This is an optimization exercise on Yosys and OpenROAD, whose aim is small area and a short achievable clock period, not a production implementation.
Function was checked by simulation only, so behaviour that the tests miss may differ from the original.
Power figures rest on the tool's default switching activity, not on a simulated workload.

--- design/flow/design.v ---
`timescale 1ns / 1ps
module cpu(
    input               clk,
    input               rst,
    input  [31:0]       rom_rdata,
    input  [31:0]       ram_rdata,
    output              ram_we,
    output [31:0]       ram_wdata,
    output [31:0]       rom_addr,
    output [31:0]       ram_addr,
    output [15:0]       led
);
localparam [6:0] OP_LOAD   = 7'b0000011;
localparam [6:0] OP_MATHI  = 7'b0010011;
localparam [6:0] OP_AUIPC  = 7'b0010111;
localparam [6:0] OP_STORE  = 7'b0100011;
localparam [6:0] OP_MATHR  = 7'b0110011;
localparam [6:0] OP_LUI    = 7'b0110111;
localparam [6:0] OP_BRANCH = 7'b1100011;
localparam [6:0] OP_JALR   = 7'b1100111;
localparam [6:0] OP_JAL    = 7'b1101111;
reg  [31:2] pc;
reg         stall;               
reg         hk0, hk1, hk2;       
reg  [4:0]  jumps;               
reg  [31:0] ex_a, ex_b, ex_d;    
reg         ex_inv;              
reg         ex_s_add, ex_s_slt, ex_s_xor, ex_s_or, ex_s_and, ex_s_sh, ex_s_left;
reg  [4:0]  ex_wr;               
reg         ex_m2r, ex_mw, ex_br;
reg  [31:0] mem_alu, mem_d;
reg  [4:0]  mem_wr;
reg         mem_m2r, mem_mw, mem_br;
reg  [31:0] wb_alu;
reg  [4:0]  wb_wr;
reg  [3:0]  wb_wr_hi;            
reg  [7:0]  wb_wr_lo;            
integer     kw, kr;
reg         wb_m2r, wb_br;
reg  [31:0] regs [1:31];
always @(posedge clk) begin
    if (rst)
        pc <= 30'd0;
    else if (!stall)
        pc <= wb_br ? 30'd0 : pc + 30'd1;
end
assign rom_addr = {pc, 2'b00};
wire [31:0] ins   = rom_rdata;
wire [6:0]  op    = ins[6:0];
wire [4:0]  f_rd  = ins[11:7];
wire [2:0]  f3    = ins[14:12];
wire [4:0]  f_rs1 = ins[19:15];
wire [4:0]  f_rs2 = ins[24:20];
wire is_load   = op == OP_LOAD;
wire is_mathi  = op == OP_MATHI;
wire is_auipc  = op == OP_AUIPC;
wire is_store  = op == OP_STORE;
wire is_mathr  = op == OP_MATHR;
wire is_lui    = op == OP_LUI;
wire is_branch = op == OP_BRANCH;
wire is_jalr   = op == OP_JALR;
wire is_jal    = op == OP_JAL;
wire uses_rs1  = !(is_lui | is_auipc);
wire uses_rs2  = !(is_lui | is_auipc | is_jalr | is_mathi | is_load);
wire writes_rd = is_load | is_mathi | is_auipc | is_mathr | is_lui | is_jalr | is_jal;
wire is_jump   = is_jalr | is_jal | is_branch;
wire [4:0] hz_r1 = uses_rs1 ? f_rs1 : 5'd0;
wire [4:0] hz_r2 = uses_rs2 ? f_rs2 : 5'd0;
wire [4:0] nwregs0 = (!stall && writes_rd) ? f_rd : 5'd0;
wire [4:0] wregs0 = hk0 ? 5'd0 : ex_wr;
wire [4:0] wregs1 = hk1 ? 5'd0 : mem_wr;
wire [4:0] wregs2 = hk2 ? 5'd0 : wb_wr;
function hz_match(input [4:0] w, input [4:0] r1, input [4:0] r2);
    hz_match = (w != 5'd0) && (w == r1 || w == r2);
endfunction
wire next_stall = hz_match(nwregs0, hz_r1, hz_r2) | hz_match(wregs0, hz_r1, hz_r2) |
                  hz_match(wregs1, hz_r1, hz_r2)  | hz_match(wregs2, hz_r1, hz_r2) |
                  (!stall && is_jump) | (|jumps);
always @(posedge clk) begin
    if (rst) begin
        stall  <= 1'b0;
        hk0    <= 1'b0;
        hk1    <= 1'b0;
        hk2    <= 1'b1;
        jumps  <= 5'd0;
    end else begin
        stall  <= next_stall;
        hk0    <= stall;
        hk1    <= hk0;
        hk2    <= hk1;
        jumps  <= {jumps[3:0], !stall && is_jump};
    end
end
wire live = !stall && !rst;
wire a_en = live && uses_rs1 && f_rs1 != 5'd0;
wire d_en = live && uses_rs2 && f_rs2 != 5'd0;
reg [31:0] rd1, rd2;
integer k;
always @(*) begin
    rd1 = 32'd0;
    rd2 = 32'd0;
    for (k = 1; k < 32; k = k + 1) begin
        rd1 = rd1 | ({32{f_rs1 == k}} & regs[k]);
        rd2 = rd2 | ({32{f_rs2 == k}} & regs[k]);
    end
end
wire sel_imm = is_load | is_mathi | is_auipc | is_store | is_lui;
wire m_slt   = is_mathr && f3[2:1] == 2'b01;
wire m_pass  = is_mathr && f3 == 3'b001 && ins[30];
wire m_sll   = is_mathr && f3 == 3'b001 && !ins[30];
wire m_srl   = is_mathr && f3 == 3'b101;
wire m_xor   = is_mathr && f3 == 3'b100;
wire m_or    = is_mathr && f3 == 3'b110;
wire m_and   = is_mathr && f3 == 3'b111;
reg [31:0] imm;
always @(*) begin
    if (is_load | is_mathi)
        imm = {{20{ins[31]}}, ins[31:20]};
    else if (is_store)
        imm = {{20{ins[31]}}, ins[31:25], ins[11:7]};
    else
        imm = {ins[31:12], 12'h000};
end
wire b_imm = live && sel_imm;
wire b_reg = d_en && !sel_imm && !m_pass;
wire b_inv = live && (is_branch || m_slt);
always @(posedge clk) begin
    ex_a      <= a_en  ? rd1 : 32'd0;
    ex_d      <= d_en  ? rd2 : 32'd0;
    ex_b      <= b_imm ? imm : ((b_reg ? rd2 : 32'd0) ^ {32{b_inv}});
    ex_inv    <= b_inv;
    ex_s_slt  <= live && m_slt;
    ex_s_xor  <= live && m_xor;
    ex_s_or   <= live && m_or;
    ex_s_and  <= live && m_and;
    ex_s_sh   <= live && (m_sll || m_srl);
    ex_s_left <= m_sll;
    ex_s_add  <= !(live && (m_slt || m_xor || m_or || m_and || m_sll || m_srl));
    ex_wr     <= (!rst && (stall || writes_rd)) ? f_rd : 5'd0;
    ex_m2r    <= live && is_load;
    ex_mw     <= live && is_store;
    ex_br     <= live && is_branch;
end
wire [31:0] pg_p = ex_a ^ ex_b;
wire [31:0] pg_g = ex_a & ex_b;
wire [31:0] kg [0:5];
wire [31:0] kp [0:5];
assign kg[0] = pg_g;
assign kp[0] = pg_p;
genvar gl, gi;
generate
    for (gl = 0; gl < 5; gl = gl + 1) begin : ks_level
        for (gi = 0; gi < 32; gi = gi + 1) begin : ks_bit
            if (gi >= (1 << gl)) begin : ks_merge
                assign kg[gl+1][gi] = kg[gl][gi] | (kp[gl][gi] & kg[gl][gi - (1 << gl)]);
                assign kp[gl+1][gi] = kp[gl][gi] & kp[gl][gi - (1 << gl)];
            end else begin : ks_pass
                assign kg[gl+1][gi] = kg[gl][gi];
                assign kp[gl+1][gi] = kp[gl][gi];
            end
        end
    end
endgenerate
wire [31:0] carry = kg[5] | (kp[5] & {32{ex_inv}});
wire [31:0] sum_lo = pg_p ^ {carry[30:0], ex_inv};
wire        cout = carry[31];
function [31:0] rev32(input [31:0] x);
    integer i;
    for (i = 0; i < 32; i = i + 1) rev32[i] = x[31-i];
endfunction
wire [31:0] sh_in  = ex_s_left ? rev32(ex_a) : ex_a;
wire [31:0] sh_r   = sh_in >> ex_b[4:0];
wire [31:0] sh_out = (|ex_b[31:5]) ? 32'd0 : (ex_s_left ? rev32(sh_r) : sh_r);
wire g_add = ex_s_add & !rst;
wire g_slt = ex_s_slt & !rst;
wire g_xor = ex_s_xor & !rst;
wire g_or  = ex_s_or  & !rst;
wire g_and = ex_s_and & !rst;
wire g_sh  = ex_s_sh  & !rst;
wire [31:0] result = ({32{g_add}} & sum_lo)
                   | {31'd0, g_slt & !cout}
                   | ({32{g_xor}} & pg_p)
                   | ({32{g_or}}  & (pg_p | pg_g))
                   | ({32{g_and}} & pg_g)
                   | ({32{g_sh}}  & sh_out);
always @(posedge clk) begin
    mem_alu <= result;
    if (rst) begin
        mem_d   <= 32'd0;
        mem_wr  <= 5'd0;
        mem_m2r <= 1'b0;
        mem_mw  <= 1'b0;
        mem_br  <= 1'b0;
    end else begin
        mem_d   <= ex_d;
        mem_wr  <= ex_wr;
        mem_m2r <= ex_m2r;
        mem_mw  <= ex_mw;
        mem_br  <= ex_br;
    end
end
assign ram_addr  = mem_alu;
assign ram_we    = mem_mw;
assign ram_wdata = mem_d;
assign led       = ram_rdata[15:0];
always @(posedge clk) begin
    wb_alu <= mem_alu;
    wb_wr  <= mem_wr;
    for (kw = 0; kw < 4; kw = kw + 1) wb_wr_hi[kw] <= mem_wr[4:3] == kw;
    for (kw = 0; kw < 8; kw = kw + 1) wb_wr_lo[kw] <= mem_wr[2:0] == kw;
    wb_m2r <= mem_m2r;
    wb_br  <= mem_br;
end
wire [31:0] wb_data = wb_m2r ? ram_rdata : wb_alu;
always @(posedge clk) begin
    for (kr = 1; kr < 32; kr = kr + 1)
        if (wb_wr_hi[kr >> 3] && wb_wr_lo[kr & 7])
            regs[kr] <= wb_data;
end
endmodule
--- design/flow/flow/run.sh ---
#!/bin/bash
# Layout flow: the standard ORFS flow (standard synthesis unchanged), with
# plain buffers on the ports, footprint-free resizing and a leaner clock tree.
set -euo pipefail
bash standard.sh \
  "BUFFER_PORTS_ARGS=-buffer_cell sky130_fd_sc_hd__buf_2" \
  "MATCH_CELL_FOOTPRINT=0" \
  "CTS_ARGS=-sink_clustering_enable -repair_clock_nets -dont_use_dummy_load -sink_clustering_size 24 -sink_clustering_max_diameter 80 -buf_list {sky130_fd_sc_hd__clkbuf_8 sky130_fd_sc_hd__clkbuf_16}" \
  finish > standard.log 2>&1
--- design/flow/constraint.sdc ---
create_clock -name core_clock -period 5.0 [get_ports {clk}]
set_input_delay 1.0000 -clock core_clock [delete_from_list [all_inputs] [get_ports {clk}]]
set_output_delay 1.0000 -clock core_clock [all_outputs]
set_load 0.01 [all_outputs]
--- design/flow/standard.sh ---
#!/bin/bash
# synth_recipe.tcl (not shown) runs the flow's synth.tcl, then flattens the netlist and writes it again
# the make line also repeats each setting of config.mk as NAME=value (left out here)
make -C /OpenROAD-flow-scripts/flow DESIGN_CONFIG=/design/flow/config.mk WORK_HOME=/design/flow/orfs CLKGATE_MAP_FILE= SYNTH_SCRIPT=/design/flow/synth_recipe.tcl "${@:-finish}"
--- design/flow/config.mk ---
export PLATFORM = sky130hd
export DESIGN_NAME = cpu
export DESIGN_NICKNAME = cpu
export VERILOG_FILES = /design/flow/design.v
export SDC_FILE = /design/flow/constraint.sdc
export NUM_CORES = 4
export LEC_CHECK = 0
export ABC_AREA = 1
export CAP_MARGIN = 10
export CORE_MARGIN = 2
export CORE_UTILIZATION = 42
export SETUP_SLACK_MARGIN = 2.4
export SLEW_MARGIN = 10
==> impl_metrics.toml, run 1 <==
[global_routing]
grt_overflow = 0
antenna_found_initial = 48
globalRouteTotalUtil_pct = 46.3
grt_max_degree = 65
grt_pass1_wl_um = 452000
grt_pass1_vias = 50700

[synth]
ys_types = 59
ys_ff_latch = 1266
ys_seq_area_share_pct = 59.1
synthArstFlopShare_pct = 0
synth-edff-count = 992
synth_cells = 6293
yosys_warnings = 2
synth.cell_area_sq_mm = 0.0597
ys.flop_type = "edfxtp_1"
avgSynthCellArea_sq_um = 9.48

[routing]
via_per_inst = 6.71
num_vias = 57300
drt_iter0_drc = 12200
wire_per_inst_um = 40.9
drtAntennaViolNets = 0
drc_errors = 0
dr.pass1.iters = 10
wl_um = 349000

[placement]
place_area_sq_mm = 0.0634
gp_congestion = 1.03
io_buffers = 176
hpwl_um = 221000
place_ws_ps = 750

[setup_path]
r2r-start = "ex_b[8]"
cp_num_buf_inv = 3
timing.rr.end = "mem_alu[18]"
start_kind = "input pin"
cp_slowest_stage_delay_ps = 470
cp_cell_sequence = "clkbuf_4 -> inv_1 -> nand2_1 -> nor2_1 -> nand2_1 -> bufinv_8 -> nand2_1 -> nand4_1 -> nor2_1 -> a21oi_4"
reg2reg_depth = 12
path_class = "in -> reg"
crit_top_cell = "nand2_1"
path_max_fanout = 16
endpoint_kind = "register"
cp_data_required_time_ps = 5550
path_delay_family = "simple AND/OR/NAND/NOR gates"
crit_start = "rom_rdata[16]"
r2r_slack_ps = 2340
cp_slowest_cell = "bufinv_8"
arrival_ps = 3210

[power_and_ir_drop]
leakagePower_nw = 25.9
cellPowerDensity_mw_per_mm2 = 314
ir_drop_mv = 0.263
power_mw = 21.4

[final_layout]
drive_gt1_share_pct = 14.8
multiInputGateArea_sq_mm = 0.0207
n_fill_cell = 13400
layout_commonest_cell = "nand2_1"
final_cell_area_sq_mm = 0.0681
area_growth_pct = 14.1
final_nets = 6726
fin_util_pct = 48.2
register_area_sq_mm = 0.0354
final_cell_mix = "1404 x nand2_1, 992 x edfxtp_1, 778 x inv_1"

[floorplan]
rows = 138
die-area_sq_mm = 0.145
ios = 179
die_w_um = 381
core_sq_mm = 0.141
dieHeight_um = 381
initial_core_util_pct = 42.3

[clock_tree]
root_buffer = "clkbuf_16"
h-tree-depth = 3
cts_sinks = 1266
hold_buffers = 0
cts_buffers = 80
clk_latency_ps = 740
cts_tree = "yes"
cts_buffer_depth = 3
clkTransAtPathRegs_ps = 90

[sta]
finalMaxSlewViolations = 0
fin_tns_setup_ps = 0
setup_ws_ps = 2340
final-hold-violation-count = 0
skew_ps = 85.8
fmax_ghz = 0.377
fin_crit_ps = 2660
layout_worst_path_cycle_share_pct = 53.1
relSlewSlack_pct = 19.6
worstMarginPinSlew_ps = 1210
setup_viol_count_final = 0
rsz0062_at_grt = "yes"

[flow_run]
max_cap_violations = 0

[min_path]
holdPathStages = 0
holdCritPathClass = "reg -> reg"
hold_end = "wb_br"
holdCritStartpoint = "mem_br"

[outcome]
status = "timing/DRC/antenna clean"
==> cell type report <==
cell class              count  share of cell area, %
diodes                     57                  0.209
clock buffers              80                   2.94
inverters                 882                   5.34
multi-input cells        3872                   30.3
flip-flops and latches   1266                   52.0
well taps                1890                   3.47
repair buffers            492                   5.74
==> sequential cells by signal (all words and copies together), names as in the netlist, 5 cells and up <==
signal	count
mem_d	32
regs	992
ex_wr	5
pc	30
wb_wr	5
mem_wr	5
ex_a	32
wb_wr_lo	8
wb_alu	32
ex_b	32
ex_d	32
jumps	5
mem_alu	32
==> logic make-up (layout without fill, tap and decap cells) <==
family	Yosys count	in the layout	synth area share [%]
AO/OA/AOI/OAI	1203	1203	12.6
adder cells (fa/ha/maj)	66	66	1.40
XOR/XNOR	26	26	0.382
AND/OR/NAND/NOR	2532	2532	17.9
multiplexers	43	43	0.788
flip-flops	1266	1266	59.1
other	1	59	0.00628
buffers and inverters	1156	1454	7.74
==> cells in the mapped netlist, types with 118 or more instances <==
cell type  count  area [sq um]
nand2_1     1439          5400
edfxtp_1     992         29800
inv_1        842          3160
nor2_1       468          1760
o21ai_0      365          1830
nand3_1      309          1550
dfxtp_1      274          5490
o22ai_1      264          1650
a21oi_1      206          1030
nand4_1      163          1020
a221oi_1     120          1050
buf_2        118           591
==> per-stage QoR <==
stage / hold WS, ps / std cells
floorplan: 310 / 6294
global placement: 311 / 8299
detailed placement: 315 / 8299
CTS: 302 / 8438
global route: 309 / 8484
finish: 304 / 8539
==> repair_timing <==
item,in CTS,in global routing
endpoints found under the hold margin,0,0
endpoints found under the setup margin,143,108
pin swaps,6,24
cloned,0,1
gates resized for setup,305,245
setup buffers,59,43
==> metal layers <==
layer	track usage [%]	vias to the layer above	part of all wire (%)
met5	0	-	0.036
met4	35.2	18	9.9
met3	18.5	1680	16
met2	65.0	5954	40
met1	56.9	27200	34
li1	-	22400	-
==> power breakdown <==
| part | leakage (nW) | internal (mW) | switching (mW) |
|---|---|---|---|
| clock | 0.986 | 2.84 | 3.62 |
| combinational | 13.6 | 0.739 | 2.14 |
| sequential | 11.4 | 11.8 | 0.278 |
==> how the worst max path moves through the flow <==
stage	endpoint	slack, ps	cells after the start
2_1_floorplan	ex_b[28]	2490	12
3_3_place_gp	ex_a[5]	670	10
3_5_place_dp	ex_a[5]	750	9
4_1_cts	ex_b[14]	2240	9
5_1_grt	mem_alu[20]	2290	14
6_report	ex_a[5]	2340	10
==> run 2: changes to the inputs <==
--- a/design/flow/config.mk
+++ b/design/flow/config.mk
@@ -9,5 +9,5 @@
 export CAP_MARGIN = 10
 export CORE_MARGIN = 2
 export CORE_UTILIZATION = 42
-export SETUP_SLACK_MARGIN = 2.4
+export SETUP_SLACK_MARGIN = 2.6
 export SLEW_MARGIN = 10
==> run 2 against run 1 <==
Effect of this change: maximum frequency is 4.4% higher; sequential share of layout area is 1.5 points lower; design area is 3.0% higher; largest power group unchanged; largest cell class unchanged; worst setup slack better by 110 ps; wire length is 1.0% higher; critical path depth stayed put; core utilization is 1.5 points higher; global-route usage is 0.31 points higher; still clean; cell count is 1.4% higher.
==> impl_metrics.toml, run 2 <==
[outcome]
status = "timing/DRC/antenna clean"

[setup_path]
endpoint_kind = "register"
path_delay_family = "buffers and inverters"
cp_slowest_stage_delay_ps = 440
cp_num_buf_inv = 4
start_kind = "input pin"
path_max_fanout = 15
cp_cell_sequence = "buf_12 -> nor2_4 -> buf_12 -> nand3_2 -> inv_4 -> buf_4 -> nand2_1 -> nand4_1 -> nor2_1 -> a21oi_1"
path_class = "in -> reg"
crit_top_cell = "buf_12"
cp_slowest_cell = "inv_4"
cp_data_required_time_ps = 5540
arrival_ps = 3080

[power_and_ir_drop]
p_comb_share_pct = 14.6
clockPowerShare_pct = 29.8
power_mw = 21.7
p_sw_mw = 6.17
p_sw_share_pct = 28.4
p_int_mw = 15.5
ir_drop_mv = 0.286
power.share.sequential_pct = 55.6
cellPowerDensity_mw_per_mm2 = 309
leakagePower_nw = 26.7

[sta]
worstMarginPinSlew_ps = 1200
rsz0062_at_grt = "yes"
final-hold-violation-count = 0
finalMaxSlewViolations = 0
fin_crit_ps = 2540
fin_tns_setup_ps = 0
setup_ws_ps = 2460
relSlewSlack_pct = 19.9
fmax_ghz = 0.393
setup_viol_count_final = 0
skew_ps = 111
hold_ws_ps = 300
layout_worst_path_cycle_share_pct = 50.9

[synth]
synth_top_cell_area_share_pct = 49.9
ys_types = 59
ys_ff_latch = 1266
synth-edff-count = 992
post-synth-top-count-cell = "nand2_1"
synthTopCellsByArea = "edfxtp_1 50%, dfxtp_1 9.2%, nand2_1 9.1%, inv_1 5.3%, o21ai_0 3.1%"
synth.top_cells.by_count = "1439 x nand2_1, 992 x edfxtp_1, 842 x inv_1, 468 x nor2_1, 365 x o21ai_0"
ys_seq_area_share_pct = 59.1
synth_cells = 6293
yosys.area.top_type = "edfxtp_1"
avgSynthCellArea_sq_um = 9.48
ys.flop_type = "edfxtp_1"
yosys_warnings = 2
synth.cell_area_sq_mm = 0.0597
synthArstFlopShare_pct = 0

[min_path]
holdCritPathClass = "reg -> reg"

[clock_tree]
root_buffer = "clkbuf_16"
cts_buffer_depth = 3
h-tree-depth = 3
hold_buffers = 0
cts_tree = "yes"
cts_sinks = 1266
clkTransAtPathRegs_ps = 80
cts_buffers = 80
clk_latency_ps = 760

[floorplan]
die-area_sq_mm = 0.145
die_w_um = 381
dieHeight_um = 381
initial_core_util_pct = 42.3
ios = 179
core_sq_mm = 0.141
rows = 138

[routing]
drc_errors = 0
num_vias = 59200
via_per_inst = 6.84
drtAntennaViolNets = 0
wl_um = 352000
drt_iter0_drc = 12500
dr.pass1.iters = 14
wire_per_inst_um = 40.7

[final_layout]
largest_reg_flops = 992
layout_commonest_cell = "nand2_1"
register_area_sq_mm = 0.0354
multiInputGateArea_sq_mm = 0.0215
area_growth_pct = 17.6
n_fill_cell = 13300
top_register = "regs"
drive_gt1_share_pct = 18.0
final_nets = 6816
final_cell_mix = "1372 x nand2_1, 992 x edfxtp_1, 758 x inv_1"

[placement]
hpwl_um = 221000
place_ws_ps = 829
gp_congestion = 1.07
io_buffers = 176

[global_routing]
grt_overflow = 0
grt_pass1_wl_um = 455000
globalRouteTotalUtil_pct = 46.6
grt_pass1_vias = 51700
antenna_found_initial = 55
grt_max_degree = 42

[flow_run]
max_cap_violations = 0
[run 2: what timing repair did]
action                     CTS  global route
setup endpoints to repair  144           123
pin swaps                   38            62
cloned                       4             3
buffers inserted            98            73
gates resized for setup    554           287
[run 2: final timing paths]
path,start,to,slack (ps),cells after the start
hold reg to reg,mem_alu[22],wb_alu[22],300,0
setup / recovery,rom_rdata[15],ex_a[31],2460,10
hold / removal,mem_alu[22],wb_alu[22],300,0
setup reg to reg,ex_b[4],mem_alu[8],2480,14
[run 2: routing by layer]
metal  track usage, %  vias to the layer above  wire length (um)  part of all wire [%]
li1                 -                    22600                 -                     -
met1             54.3                    27900            115000                    33
met2             64.5                     6483            140000                    40
met3             22.4                     2222             57600                    16
met4             38.3                       42             38800                    11
met5             2.68                        -               894                  0.25
[run 2: logic make-up (layout without fill, tap and decap cells)]
group / Yosys count / count (layout) / synth area share (%)
other: 1 / 86 / 0.00628
XOR/XNOR: 26 / 26 / 0.382
AO/OA/AOI/OAI: 1203 / 1203 / 12.6
adder cells (fa/ha/maj): 66 / 66 / 1.40
multiplexers: 43 / 43 / 0.788
AND/OR/NAND/NOR: 2532 / 2532 / 17.9
buffers and inverters: 1156 / 1544 / 7.74
flip-flops: 1266 / 1266 / 59.1
[run 2: power groups by stage]
stage          clock (mW)  sequential (mW)  combinational (mW)
2_1_floorplan           0             12.1                1.38
3_3_place_gp            0             12.3                2.52
3_5_place_dp            0             12.3                2.52
4_1_cts              6.40             12.0                2.83
5_1_grt              6.72             12.0                3.24
6_report             6.47             12.0                3.17
[run 2: cell type report]
| class | instances | share of cell area (%) |
|---|---|---|
| diodes | 84 | 0.300 |
| clock buffers | 80 | 2.85 |
| inverters | 882 | 5.21 |
| multi-input cells | 3872 | 30.6 |
| flip-flops and latches | 1266 | 50.5 |
| well taps | 1890 | 3.37 |
| repair buffers | 581 | 7.14 |
| repair inverters | 1 | 0.0107 |
[run 2: metrics by stage]
step                cell area, sq um  instances  utilization, %
floorplan                      59900       6294               -
global placement               63600       8314            45.1
detailed placement             63600       8314            45.1
CTS                            68300       8496            48.4
global route                   70000       8580            49.6
finish                         70200       8656            49.7
[run 2: worst register-to-register path: cells and delay by family, from the launching register on]
kind	cells	cell delay (ps)
and+or+nand+nor	7	870
AOI/OAI and AO/OA	1	110
DFF	1	460
adders and majority gates	1	310
buffers and inverters	5	580
==> run 3: changes to the inputs <==
--- a/design/flow/design.v
+++ b/design/flow/design.v
@@ -112,15 +112,12 @@
 wire m_xor   = is_mathr && f3 == 3'b100;
 wire m_or    = is_mathr && f3 == 3'b110;
 wire m_and   = is_mathr && f3 == 3'b111;
-reg [31:0] imm;
-always @(*) begin
-    if (is_load | is_mathi)
-        imm = {{20{ins[31]}}, ins[31:20]};
-    else if (is_store)
-        imm = {{20{ins[31]}}, ins[31:25], ins[11:7]};
-    else
-        imm = {ins[31:12], 12'h000};
-end
+wire        fmt_u = op[2];
+wire        fmt_s = op[5];
+wire [31:0] imm = {ins[31],
+                   fmt_u ? ins[30:12] : {19{ins[31]}},
+                   fmt_u ? 7'd0 : ins[31:25],
+                   fmt_u ? 5'd0 : (fmt_s ? ins[11:7] : ins[24:20])};
 wire b_imm = live && sel_imm;
 wire b_reg = d_en && !sel_imm && !m_pass;
 wire b_inv = live && (is_branch || m_slt);
--- a/design/flow/config.mk
+++ b/design/flow/config.mk
@@ -8,6 +8,6 @@
 export ABC_AREA = 1
 export CAP_MARGIN = 10
 export CORE_MARGIN = 2
-export CORE_UTILIZATION = 42
-export SETUP_SLACK_MARGIN = 2.6
+export CORE_UTILIZATION = 40
+export SETUP_SLACK_MARGIN = 2.5
 export SLEW_MARGIN = 10
==> run 3 against run 2 <==
Effect of this change: worst hold slack worse by 2.6 ps; cell count about the same; combinational power fell by 5%; die area rose by 5.0%; sequential cell count unchanged; synthesized area hardly changed; worst setup slack worse by 160 ps.
==> impl_metrics.toml, run 3 <==
[synth]
ys_types = 60
ys_seq_area_share_pct = 59.1
synth_top_cell_area_share_pct = 49.9
post-synth-top-count-cell = "nand2_1"
ys.flop_type = "edfxtp_1"
synth-edff-count = 992
synth_cells = 6305
ys_ff_latch = 1266
synth.top_cells.by_count = "1432 x nand2_1, 992 x edfxtp_1, 858 x inv_1, 461 x nor2_1, 344 x o21ai_0"
synthTopCellsByArea = "edfxtp_1 50%, dfxtp_1 9.2%, nand2_1 9.0%, inv_1 5.4%, nor2_1 2.9%"
avgSynthCellArea_sq_um = 9.47
synth.cell_area_sq_mm = 0.0597
yosys.area.top_type = "edfxtp_1"
synthArstFlopShare_pct = 0
yosys_warnings = 2

[final_layout]
final_nets = 6792
layout_commonest_cell = "nand2_1"
drive_gt1_share_pct = 16.6
area_growth_pct = 16.5
fin_util_pct = 47.0
final_cell_mix = "1385 x nand2_1, 992 x edfxtp_1, 786 x inv_1"
largest_reg_flops = 992
top_register = "regs"

[global_routing]
grt_pass1_vias = 50800
grt_pass1_wl_um = 444000
globalRouteTotalUtil_pct = 43.3
antenna_found_initial = 50
grt_overflow = 0
grt_max_degree = 65

[clock_tree]
hold_buffers = 0
cts_buffer_depth = 3
clkTransAtPathRegs_ps = 100
cts_buffers = 84
clk_latency_ps = 760
root_buffer = "clkbuf_16"
cts_tree = "yes"
h-tree-depth = 3
cts_sinks = 1266

[power_and_ir_drop]
leakagePower_nw = 26.5
p_sw_mw = 6.12
p_comb_share_pct = 13.9
power.share.sequential_pct = 55.5
cellPowerDensity_mw_per_mm2 = 312
power_mw = 21.7
p_int_mw = 15.6
clockPowerShare_pct = 30.7
p_sw_share_pct = 28.2
ir_drop_mv = 0.265

[sta]
finalMaxSlewViolations = 0
fin_crit_ps = 2700
fmax_ghz = 0.370
setup_viol_count_final = 0
layout_worst_path_cycle_share_pct = 54.1
relSlewSlack_pct = 8.06
worstMarginPinSlew_ps = 1370
final-hold-violation-count = 0
skew_ps = 118
rsz0062_at_grt = "yes"
setup_ws_ps = 2300
fin_tns_setup_ps = 0

[placement]
place_ws_ps = 847
gp_congestion = 1.05
hpwl_um = 217000
io_buffers = 176

[setup_path]
arrival_ps = 3360
cp_num_buf_inv = 4
path_delay_family = "buffers and inverters"
cp_data_required_time_ps = 5650
endpoint_kind = "register"
path_max_fanout = 9
r2r_slack_ps = 2460
cp_cell_sequence = "clkbuf_4 -> nor2_4 -> nand3_2 -> inv_1 -> buf_4 -> nand2_1 -> o21ai_2 -> a221oi_4 -> nand4_1 -> nor2_1 -> a21oi_1 -> buf_4"
path_class = "in -> reg"
cp_slowest_stage_delay_ps = 360
crit_top_cell = "buf_4"
cp_slowest_cell = "buf_4"
start_kind = "input pin"

[routing]
wl_um = 345000
drt_iter0_drc = 12800
dr.pass1.iters = 13
drc_errors = 0
wire_per_inst_um = 39.9
via_per_inst = 6.72
drtAntennaViolNets = 0
num_vias = 58200

[floorplan]
die_w_um = 390
core_sq_mm = 0.148
die-area_sq_mm = 0.152
initial_core_util_pct = 40.3
rows = 141
ios = 179
dieHeight_um = 390

[outcome]
status = "timing/DRC/antenna clean"

[flow_run]
max_cap_violations = 0

[min_path]
holdCritPathClass = "reg -> reg"
[run 3: path summary, 6_finish.rpt]
kind                               endpoint  cells after the start     startpoint
worst max-delay path               ex_a[14]                     12  rom_rdata[16]
worst min-delay path                 wb_m2r                      0        mem_m2r
worst max register to register  mem_alu[20]                     15       ex_a[11]
worst min register to register       wb_m2r                      0        mem_m2r
[run 3: metrics by stage]
| stage | std cells | hold WS (ps) | instance area (sq um) |
|---|---|---|---|
| 2_1_floorplan | 6306 | 310 | 59700 |
| 3_3_place_gp | 8368 | 311 | 63700 |
| 3_5_place_dp | 8368 | 316 | 63700 |
| 4_1_cts | 8514 | 301 | 67500 |
| 5_1_grt | 8596 | 307 | 69400 |
| 6_report | 8662 | 297 | 69600 |
[run 3: timing repair]
item / in CTS / in global routing
pin swaps: 11 / 46
endpoints found under the setup margin: 129 / 105
gates resized for setup: 386 / 322
setup buffers: 62 / 67
gates cloned: 0 / 7
[run 3: cell type report]
type	count	area [sq um]
Sequential cell	1266	35400
Clock buffer	84	2100
Tap cell	1930	2410
Timing Repair Buffer	550	4730
Fill cell	13900	78400
Inverter	895	3640
Antenna cell	74	185
Multi-Input combinational cell	3863	21100
[run 3: cells by family after synthesis]
kind of cell / after synthesis / synth area share [%]
fa+ha+maj: 66 / 1.40
mux: 43 / 0.788
simple gates: 2531 / 18.0
xor+xnor: 24 / 0.352
buf+inv: 1177 / 7.82
flops: 1266 / 59.1
other cells: 1 / 0.00628
compound gates: 1197 / 12.5
[run 3: power groups by stage]
stage / registers [mW] / clock network (mW) / logic (mW)
floorplan: 12.1 / 0 / 1.36
global route: 12.0 / 6.92 / 3.10
finish: 12.0 / 6.65 / 3.01
global placement: 12.2 / 0 / 2.50
CTS: 12.0 / 6.61 / 2.63
detailed placement: 12.2 / 0 / 2.49
[run 3: layer usage]
layer / wire length, um / share of wire, % / up-vias / global-route usage [%]
li1: - / - / 22600 / -
met1: 117000 / 34 / 27400 / 52.5
met2: 137000 / 40 / 6232 / 60.0
met3: 56200 / 16 / 1922 / 18.4
met4: 35500 / 10 / 30 / 34.3
met5: 313 / 0.091 / - / 1.44
==> run 4: changes to the inputs <==
--- a/design/flow/config.mk
+++ b/design/flow/config.mk
@@ -9,5 +9,5 @@
 export CAP_MARGIN = 10
 export CORE_MARGIN = 2
 export CORE_UTILIZATION = 40
-export SETUP_SLACK_MARGIN = 2.5
+export SETUP_SLACK_MARGIN = 2.75
 export SLEW_MARGIN = 10
==> run 4 against run 3 <==
Effect of this change: power increased by 2.3%; clock-buffer cell count decreased by 2; combinational power up 17%; the layout now fails its checks (capacitance limit, slew limit); sequential power barely moved; synthesized area did not move; critical endpoint is now mem_alu[20]; core utilization increased by 3.9 points; clock skew is 15 ps higher; critical path depth up 3; design area is 8.3% higher.
==> impl_metrics.toml, run 4 <==
[outcome]
status = "complete, but fails checks"
failed_checks = "capacitance limit, slew limit"

[floorplan]
initial_core_util_pct = 40.3
core_sq_mm = 0.148
rows = 141
ios = 179
die_w_um = 390
dieHeight_um = 390
die-area_sq_mm = 0.152

[sta]
setup_viol_count_final = 0
hold_ws_ps = 307
relSlewSlack_pct = -2.96
setup_ws_ps = 2530
rsz0062_at_grt = "yes"
worstMarginPinSlew_ps = 1540
layout_worst_path_cycle_share_pct = 49.3
fin_tns_setup_ps = 0
finalMaxSlewViolations = 3
final-hold-violation-count = 0
fin_crit_ps = 2470
fmax_ghz = 0.405
skew_ps = 133

[final_layout]
final_cell_mix = "1319 x nand2_1, 992 x edfxtp_1, 750 x inv_1"
largest_reg_flops = 992
final_nets = 7073
layout_commonest_cell = "nand2_1"
fin_cells = 8943
final_cell_area_sq_mm = 0.0753
top_register = "regs"
drive_gt1_share_pct = 25.3
area_growth_pct = 26.2
fin_util_pct = 50.9

[clock_tree]
clk_latency_ps = 800
cts_buffer_depth = 3
clkTransAtPathRegs_ps = 90
cts_tree = "yes"
hold_buffers = 0
cts_buffers = 82
root_buffer = "clkbuf_16"
cts_sinks = 1266
h-tree-depth = 3

[power_and_ir_drop]
power.share.sequential_pct = 54.5
p_int_mw = 15.8
cellPowerDensity_mw_per_mm2 = 295
clockPowerShare_pct = 29.7
p_sw_mw = 6.41
ir_drop_mv = 0.268
leakagePower_nw = 29.1
p_comb_share_pct = 15.8
power_mw = 22.2
p_sw_share_pct = 28.9

[synth]
ys_types = 60
synth.top_cells.by_count = "1432 x nand2_1, 992 x edfxtp_1, 858 x inv_1, 461 x nor2_1, 344 x o21ai_0"
yosys.area.top_type = "edfxtp_1"
synthArstFlopShare_pct = 0
ys_seq_area_share_pct = 59.1
avgSynthCellArea_sq_um = 9.47
synth_top_cell_area_share_pct = 49.9
ys_ff_latch = 1266
synth_cells = 6305
yosys_warnings = 2
ys.flop_type = "edfxtp_1"
post-synth-top-count-cell = "nand2_1"
synthTopCellsByArea = "edfxtp_1 50%, dfxtp_1 9.2%, nand2_1 9.0%, inv_1 5.4%, nor2_1 2.9%"
synth-edff-count = 992
synth.cell_area_sq_mm = 0.0597

[global_routing]
grt_max_degree = 39
grt_pass1_vias = 52200
globalRouteTotalUtil_pct = 45.5
grt_pass1_wl_um = 463000
antenna_found_initial = 61
grt_overflow = 0

[routing]
drtAntennaViolNets = 0
via_per_inst = 6.74
drc_errors = 0
dr.pass1.iters = 10
drt_iter0_drc = 12200
wire_per_inst_um = 40.9
num_vias = 60200
wl_um = 366000

[setup_path]
start_kind = "register"
endpoint_kind = "register"
cp_cell_sequence = "inv_2 -> ha_4 -> nand2_2 -> nor2_4 -> and3_4 -> nand2_4 -> nand3_4 -> inv_2 -> o21bai_4 -> nand2_1 -> nand2_1 -> nor2_1 -> nor3_1 -> buf_4 -> nand2_2"
cp_slowest_stage_delay_ps = 450
path_delay_family = "simple AND/OR/NAND/NOR gates"
cp_num_buf_inv = 3
path_max_fanout = 5
cp_data_required_time_ps = 5590
arrival_ps = 3060
path_class = "reg -> reg"
cp_slowest_cell = "dfxtp_4"

[placement]
gp_congestion = 1.07
io_buffers = 176
place_ws_ps = 855
numPlacedInstances = 8377
hpwl_um = 224000
place_area_sq_mm = 0.0641

[flow_run]
max_cap_violations = 1

[min_path]
holdCritPathClass = "reg -> reg"
run 4: cell count changes in the layout (fill, tap and decap cells not counted), sizes merged:
cell,delta
buf,+265
bufinv,+3
clkbuf,+8
clkinv,+10
clkinvlp,+9
inv,-15
nor2,+1
run 4: power by group through the flow:
stage	Clock [mW]	Sequential, mW	Combinational (mW)
after floorplan	0	12.1	1.40
after global placement	0	12.3	2.48
after detailed placement	0	12.3	2.49
after CTS	6.53	12.1	2.96
after global routing	6.84	12.1	3.60
final	6.60	12.1	3.51
run 4: cells by family after synthesis:
group | synth area share, %
AOI/OAI and AO/OA | 12.5
xor gates and xnor gates | 0.352
adders and majority gates | 1.40
buffers and inverters | 7.82
DFF | 59.1
muxes | 0.788
other | 0.00628
and+or+nand+nor | 18.0
run 4: what timing repair did:
item / in CTS / in global routing
cloned: 10 / 16
pin swaps: 88 / 190
endpoints found under the setup margin: 892 / 172
buffers inserted: 200 / 184
endpoints found under the hold margin: 0 / 0
resized for setup: 916 / 544
run 4: path summary, 6_finish.rpt:
kind,from,endpoint,slack [ps],cells after the start
min,mem_br,wb_br,310,0
max,ex_b[7],mem_alu[20],2530,15
min reg2reg,mem_br,wb_br,310,0
max reg2reg,ex_b[7],mem_alu[20],2530,15
run 4: area by class of cell:
type                    count  area (sq um)
repair inverters            7          75.1
flip-flops and latches   1266         35500
inverters                 895          3920
repair buffers            825          8090
multi-input cells        3864         23100
diodes                     74           185
fillers                 13500         72700
well taps                1930          2410
clock buffers              82          2050
run 4: per-layer routing:
metal  up-vias  GRT usage [%]  part of all wire [%]  routed length, um
met5         -           1.12                  0.28               1020
met4        44           38.2                    11              39600
met3      2039           21.7                    16              60300
met2      6306           62.5                    39             143000
met1     28700           53.2                    33             122000
li1      23200              -                     -                  -
==> run 5: changes to the inputs <==
--- a/design/flow/config.mk
+++ b/design/flow/config.mk
@@ -8,6 +8,6 @@
 export ABC_AREA = 1
 export CAP_MARGIN = 10
 export CORE_MARGIN = 2
-export CORE_UTILIZATION = 40
-export SETUP_SLACK_MARGIN = 2.75
+export CORE_UTILIZATION = 42
+export SETUP_SLACK_MARGIN = 2.6
 export SLEW_MARGIN = 10
==> run 5 against run 4 <==
Effect of this change: the run now finishes clean; cell count decreased by 2.9%; clock power decreased by 4.1%; non-clock buffer count decreased by 180; wire length decreased by 3.7%; design area decreased by 5.1%; maximum frequency about the same; critical endpoint is now ex_b[9].
==> impl_metrics.toml, run 5 <==
[outcome]
status = "timing/DRC/antenna clean"

[synth]
synthTopCellsByArea = "edfxtp_1 50%, dfxtp_1 9.2%, nand2_1 9.0%, inv_1 5.4%, nor2_1 2.9%"
synth_cells = 6305
ys_ff_latch = 1266
synth.cell_area_sq_mm = 0.0597
yosys.area.top_type = "edfxtp_1"
synth_top_cell_area_share_pct = 49.9
synth-edff-count = 992
ys.flop_type = "edfxtp_1"
ys_types = 60
synthArstFlopShare_pct = 0
yosys_warnings = 2
synth.top_cells.by_count = "1432 x nand2_1, 992 x edfxtp_1, 858 x inv_1, 461 x nor2_1, 344 x o21ai_0"
post-synth-top-count-cell = "nand2_1"
ys_seq_area_share_pct = 59.1
avgSynthCellArea_sq_um = 9.47

[setup_path]
cp_slowest_stage_delay_ps = 290
cp_cell_sequence = "buf_8 -> inv_2 -> nand2_4 -> nor2_4 -> nand2_4 -> clkinvlp_4 -> buf_12 -> buf_12 -> a22oi_1 -> o2111ai_1 -> nor2_2 -> nand2_1 -> nand3_1 -> nand3_1"
cp_num_buf_inv = 5
cp_slowest_cell = "nor2_2"
arrival_ps = 3070
cp_data_required_time_ps = 5600
path_delay_family = "buffers and inverters"
endpoint_kind = "register"
start_kind = "input pin"
path_max_fanout = 9
path_class = "in -> reg"

[final_layout]
largest_reg_flops = 992
final_cell_area_sq_mm = 0.0715
multiInputGateArea_sq_mm = 0.0220
drive_gt1_share_pct = 19.9
register_area_sq_mm = 0.0354
final_cell_mix = "1359 x nand2_1, 992 x edfxtp_1, 764 x inv_1"
final_nets = 6882
area_growth_pct = 19.8
fin_util_pct = 50.6
n_fill_cell = 13300
top_register = "regs"
layout_commonest_cell = "nand2_1"

[clock_tree]
clkTransAtPathRegs_ps = 90
cts_tree = "yes"
clk_latency_ps = 770
cts_sinks = 1266
root_buffer = "clkbuf_16"
cts_buffer_depth = 3
h-tree-depth = 3
cts_buffers = 77

[floorplan]
initial_core_util_pct = 42.3
die-area_sq_mm = 0.145
dieHeight_um = 381
core_sq_mm = 0.141
ios = 179
rows = 138
die_w_um = 381

[sta]
layout_worst_path_cycle_share_pct = 49.4
fin_crit_ps = 2470
rsz0062_at_grt = "yes"
worstMarginPinSlew_ps = 1210
fin_tns_setup_ps = 0
relSlewSlack_pct = 19.2
fmax_ghz = 0.405
final-hold-violation-count = 0
skew_ps = 113
setup_viol_count_final = 0
finalMaxSlewViolations = 0

[routing]
drt_iter0_drc = 11700
via_per_inst = 6.71
drc_errors = 0
num_vias = 58200
wl_um = 352000
drtAntennaViolNets = 0
wire_per_inst_um = 40.6
dr.pass1.iters = 10

[power_and_ir_drop]
ir_drop_mv = 0.276
leakagePower_nw = 27.4
cellPowerDensity_mw_per_mm2 = 302

[placement]
hpwl_um = 218000
gp_congestion = 1.06
place_area_sq_mm = 0.0639
io_buffers = 176

[global_routing]
grt_pass1_wl_um = 453000
globalRouteTotalUtil_pct = 46.4
grt_overflow = 0
antenna_found_initial = 37
grt_pass1_vias = 50900
grt_max_degree = 65

[min_path]
holdCritPathClass = "reg -> reg"

[flow_run]
max_cap_violations = 0
-- run 5: area by class of cell --
| class | count | share of cell area [%] |
|---|---|---|
| flip-flops and latches | 1266 | 49.5 |
| multi-input cells | 3863 | 30.7 |
| repair buffers | 645 | 8.35 |
| inverters | 895 | 5.22 |
| well taps | 1890 | 3.31 |
| clock buffers | 77 | 2.69 |
| diodes | 44 | 0.154 |
| repair inverters | 2 | 0.0280 |
-- run 5: power by group --
group          switching (mW)  internal, mW
logic                    2.31         0.955
registers               0.238          11.8
clock network            3.59          2.74
-- run 5: worst paths after layout --
path,slack [ps],cells past startpoint,to,from
worst min-delay path,320,0,wb_alu[23],mem_alu[23]
worst max register to register,2530,11,mem_alu[29],ex_a[27]
worst min register to register,320,0,wb_alu[23],mem_alu[23]
worst max-delay path,2530,14,ex_b[9],rom_rdata[21]
-- run 5: routing by layer --
metal	up-vias	GRT usage (%)	share of wire [%]
met4	26	35.8	10
met5	-	1.32	0.14
met2	5919	65.0	40
met1	27800	56.4	34
met3	1808	19.1	16
li1	22700	-	-
-- run 5: cell families (layout without fill, tap and decap cells) --
family / Yosys count / after routing / synth area share [%]
AOI/OAI and AO/OA: 1197 / 1197 / 12.5
xor gates and xnor gates: 24 / 24 / 0.352
adders and majority gates: 66 / 66 / 1.40
buffers and inverters: 1177 / 1619 / 7.82
DFF: 1266 / 1266 / 59.1
muxes: 43 / 43 / 0.788
other: 1 / 46 / 0.00628
and+or+nand+nor: 2531 / 2531 / 18.0
-- run 5: what timing repair did --
| item | CTS | global route |
|---|---|---|
| setup endpoints to repair | 129 | 102 |
| gates cloned | 3 | 12 |
| pin swaps | 45 | 92 |
| hold buffers | 0 | 0 |
| setup buffers | 112 | 105 |
| resized for setup | 591 | 349 |
-- run 5: per-stage QoR --
stage | hold WS, ps | setup slack [ps] | cells | power, mW
floorplan | 310 | 2590 | 6306 | 13.5
global placement | 311 | 920 | 8329 | 14.8
detailed placement | 315 | 936 | 8329 | 14.8
CTS | 316 | 2550 | 8521 | 21.1
global route | 324 | 2510 | 8642 | 22.0
finish | 317 | 2530 | 8682 | 21.6
==> run 6: changes to the inputs <==
--- a/design/flow/config.mk
+++ b/design/flow/config.mk
@@ -8,6 +8,6 @@
 export ABC_AREA = 1
 export CAP_MARGIN = 10
 export CORE_MARGIN = 2
-export CORE_UTILIZATION = 42
+export CORE_UTILIZATION = 45
 export SETUP_SLACK_MARGIN = 2.6
 export SLEW_MARGIN = 10
==> run 6 against run 5 <==
Effect of this change: worst hold slack improved by 5.5 ps; synthesized area did not move; global-route usage rose by 2.3 points; worst setup slack got worse by 190 ps; power fell by 0.82%; sequential power barely moved; cell count fell by 1.6%; largest cell class unchanged; highest routed layer unchanged.
==> impl_metrics.toml, run 6 <==
[synth]
yosys.area.top_type = "edfxtp_1"
synth_top_cell_area_share_pct = 49.9
yosys_warnings = 2
ys_types = 60
synthArstFlopShare_pct = 0
synth.cell_area_sq_mm = 0.0597
ys.flop_type = "edfxtp_1"
synth_cells = 6305
post-synth-top-count-cell = "nand2_1"
synth-edff-count = 992
synthTopCellsByArea = "edfxtp_1 50%, dfxtp_1 9.2%, nand2_1 9.0%, inv_1 5.4%, nor2_1 2.9%"
ys_seq_area_share_pct = 59.1
synth.top_cells.by_count = "1432 x nand2_1, 992 x edfxtp_1, 858 x inv_1, 461 x nor2_1, 344 x o21ai_0"
ys_ff_latch = 1266
avgSynthCellArea_sq_um = 9.47

[setup_path]
cp_data_required_time_ps = 5570
r2r_slack_ps = 2340
reg2reg_depth = 11
arrival_ps = 3230
r2r-start = "ex_a[21]"
path_class = "reg -> reg"
start_kind = "register"
timing.rr.end = "mem_alu[29]"
path_max_fanout = 7
endpoint_kind = "register"

[power_and_ir_drop]
power_mw = 21.4
leakagePower_nw = 27.1
cellPowerDensity_mw_per_mm2 = 303
ir_drop_mv = 0.358

[final_layout]
layout_commonest_cell = "nand2_1"
final_cell_mix = "1354 x nand2_1, 992 x edfxtp_1, 771 x inv_1"
top_register = "regs"
multiInputGateArea_sq_mm = 0.0219
area_growth_pct = 18.6
largest_reg_flops = 992
register_area_sq_mm = 0.0354
drive_gt1_share_pct = 19.4
final_nets = 6841
n_fill_cell = 11800

[routing]
wire_per_inst_um = 40.2
num_vias = 59000
via_per_inst = 6.91
wl_um = 344000
drt_iter0_drc = 13100
drtAntennaViolNets = 0
dr.pass1.iters = 12
drc_errors = 0

[flow_run]
max_cap_violations = 0

[min_path]
holdPathStages = 0
holdCritStartpoint = "mem_alu[1]"
hold_end = "wb_alu[1]"
holdCritPathClass = "reg -> reg"

[sta]
relSlewSlack_pct = 17.1
layout_worst_path_cycle_share_pct = 53.2
rsz0062_at_grt = "yes"
skew_ps = 102
fin_tns_setup_ps = 0
worstMarginPinSlew_ps = 1240
fmax_ghz = 0.376
finalMaxSlewViolations = 0
setup_viol_count_final = 0
final-hold-violation-count = 0
fin_crit_ps = 2660

[global_routing]
antenna_found_initial = 55
grt_pass1_wl_um = 443000
grt_pass1_vias = 50700
globalRouteTotalUtil_pct = 48.6
grt_overflow = 0
grt_max_degree = 65

[floorplan]
die_w_um = 368
ios = 179
dieHeight_um = 368
die-area_sq_mm = 0.136
rows = 133
core_sq_mm = 0.132
initial_core_util_pct = 45.4

[placement]
io_buffers = 176
hpwl_um = 211000
gp_congestion = 1.08

[clock_tree]
root_buffer = "clkbuf_16"
cts_buffer_depth = 3
cts_tree = "yes"
h-tree-depth = 3
clk_latency_ps = 770
cts_sinks = 1266
clkTransAtPathRegs_ps = 80
cts_buffers = 75

[outcome]
status = "timing/DRC/antenna clean"
==> run 6: cell type report <==
type,instances,area share [%]
diodes,81,0.286
clock buffers,75,2.65
repair buffers,608,7.71
well taps,1755,3.10
inverters,895,5.32
multi-input cells,3863,30.9
flip-flops and latches,1266,50.0
==> run 6: kinds of logic after synthesis <==
| family | Yosys count | share of synthesized area [%] |
|---|---|---|
| AND/OR/NAND/NOR | 2531 | 18.0 |
| buffers and inverters | 1177 | 7.82 |
| flip-flops | 1266 | 59.1 |
| adder cells (fa/ha/maj) | 66 | 1.40 |
| XOR/XNOR | 24 | 0.352 |
| AO/OA/AOI/OAI | 1197 | 12.5 |
| multiplexers | 43 | 0.788 |
| other | 1 | 0.00628 |
==> run 6: metrics by stage <==
stage                     hold WS [ps]  utilization [%]  cell area, sq um  worst slack, ps  cells
after global routing               323             53.7             70700             2400   8478
after floorplan                    310                -             60000             2590   6306
after detailed placement           315             48.3             63600             1040   8191
after CTS                          311             51.8             68200             2430   8370
after global placement             311             48.3             63600             1030   8191
final                              322             53.8             70800             2340   8543
==> run 6: worst max-delay path by stage <==
stage                  startpoint           to  slack (ps)  depth (start not counted)
finish                   ex_a[21]  mem_alu[29]        2340                         11
global route              ex_b[2]  mem_alu[20]        2400                         15
CTS                      ex_a[13]  mem_alu[20]        2430                         12
detailed placement  rom_rdata[24]     ex_b[20]        1040                         14
global placement    rom_rdata[24]     ex_b[20]        1030                         14
floorplan           rom_rdata[22]      ex_b[9]        2590                         16
==> run 6: what timing repair did <==
item	in CTS	in global routing
gates resized for setup	532	428
hold buffers	0	0
gates cloned	4	11
buffers inserted	100	81
pin swaps	36	90
setup endpoints to repair	143	116
==> run 6: power breakdown <==
group / internal, mW / switching, mW / leakage (nW) / total (mW)
logic: 0.906 / 2.28 / 14.8 / 3.18
clock network: 2.67 / 3.57 / 0.925 / 6.24
registers: 11.8 / 0.238 / 11.4 / 12.0
total: 15.4 / 6.08 / 27.1 / 21.4
==> run 6: per-layer routing <==
metal  track usage, %  share of wire, %
met1             58.2                34
met2             66.9                40
met3             23.3                17
met4             37.2                10
met5             1.53              0.17
==> run 6: critical path: stages (launching register included) <==
cell,delay (ps)
dfxtp_4,500
clkinvlp_4,240
ha_4,380
nand2_2,90
nor2_2,140
inv_2,80
nor4_4,390
nand4_1,250
nand3_1,150
nand2_1,60
nand3_1,70
nand3_2,100

[afterwards: timing with drivers on the ports]
The flow's constraints put no driver on any port. The routed layouts listed below were extracted and timed again, unchanged, in two steps. Step 1 sets driving cells, clkbuf_16 on the clock port and buf_2 on the other inputs (assumed; they add their load-dependent delay and slew). Step 2 also shifts input and output timing later by t, the mid clock arrival at the registers, as if the neighbouring blocks saw the same clock. a / b / c = ideal ports / drivers / drivers and shift; a / b = the first two.
| run | shift t [ns] | slack for setup (ns) | hold slack, ns | latest minus earliest clock arrival (ns) | pins driven straight from the clock port |
|---|---|---|---|---|---|
| run 1 | 0.779 | 2.345 / 2.310 / 1.531 | 0.304 / 0.304 / 0.304 | 0.086 / 0.087 | 1 |
| run 2 | 0.783 | 2.457 / 2.481 / 1.704 | 0.300 / 0.300 / 0.300 | 0.111 / 0.112 | 1 |
| run 3 | 0.781 | 2.297 / 2.356 / 1.575 | 0.297 / 0.297 / 0.297 | 0.118 / 0.118 | 1 |
| run 4 | 0.816 | 2.533 / 2.431 / 1.615 | 0.307 / 0.307 / 0.307 | 0.135 / 0.134 | 1 |
| run 5 | 0.795 | 2.531 / 2.396 / 1.601 | 0.317 / 0.317 / 0.317 | 0.113 / 0.113 | 1 |
| run 6 | 0.790 | 2.340 / 2.340 / 1.612 | 0.322 / 0.322 / 0.322 | 0.125 / 0.125 | 1 |
For run 5, which loses most, drivers alone change the setup slack by -0.135 ns; drivers and shift together by -0.930 ns.
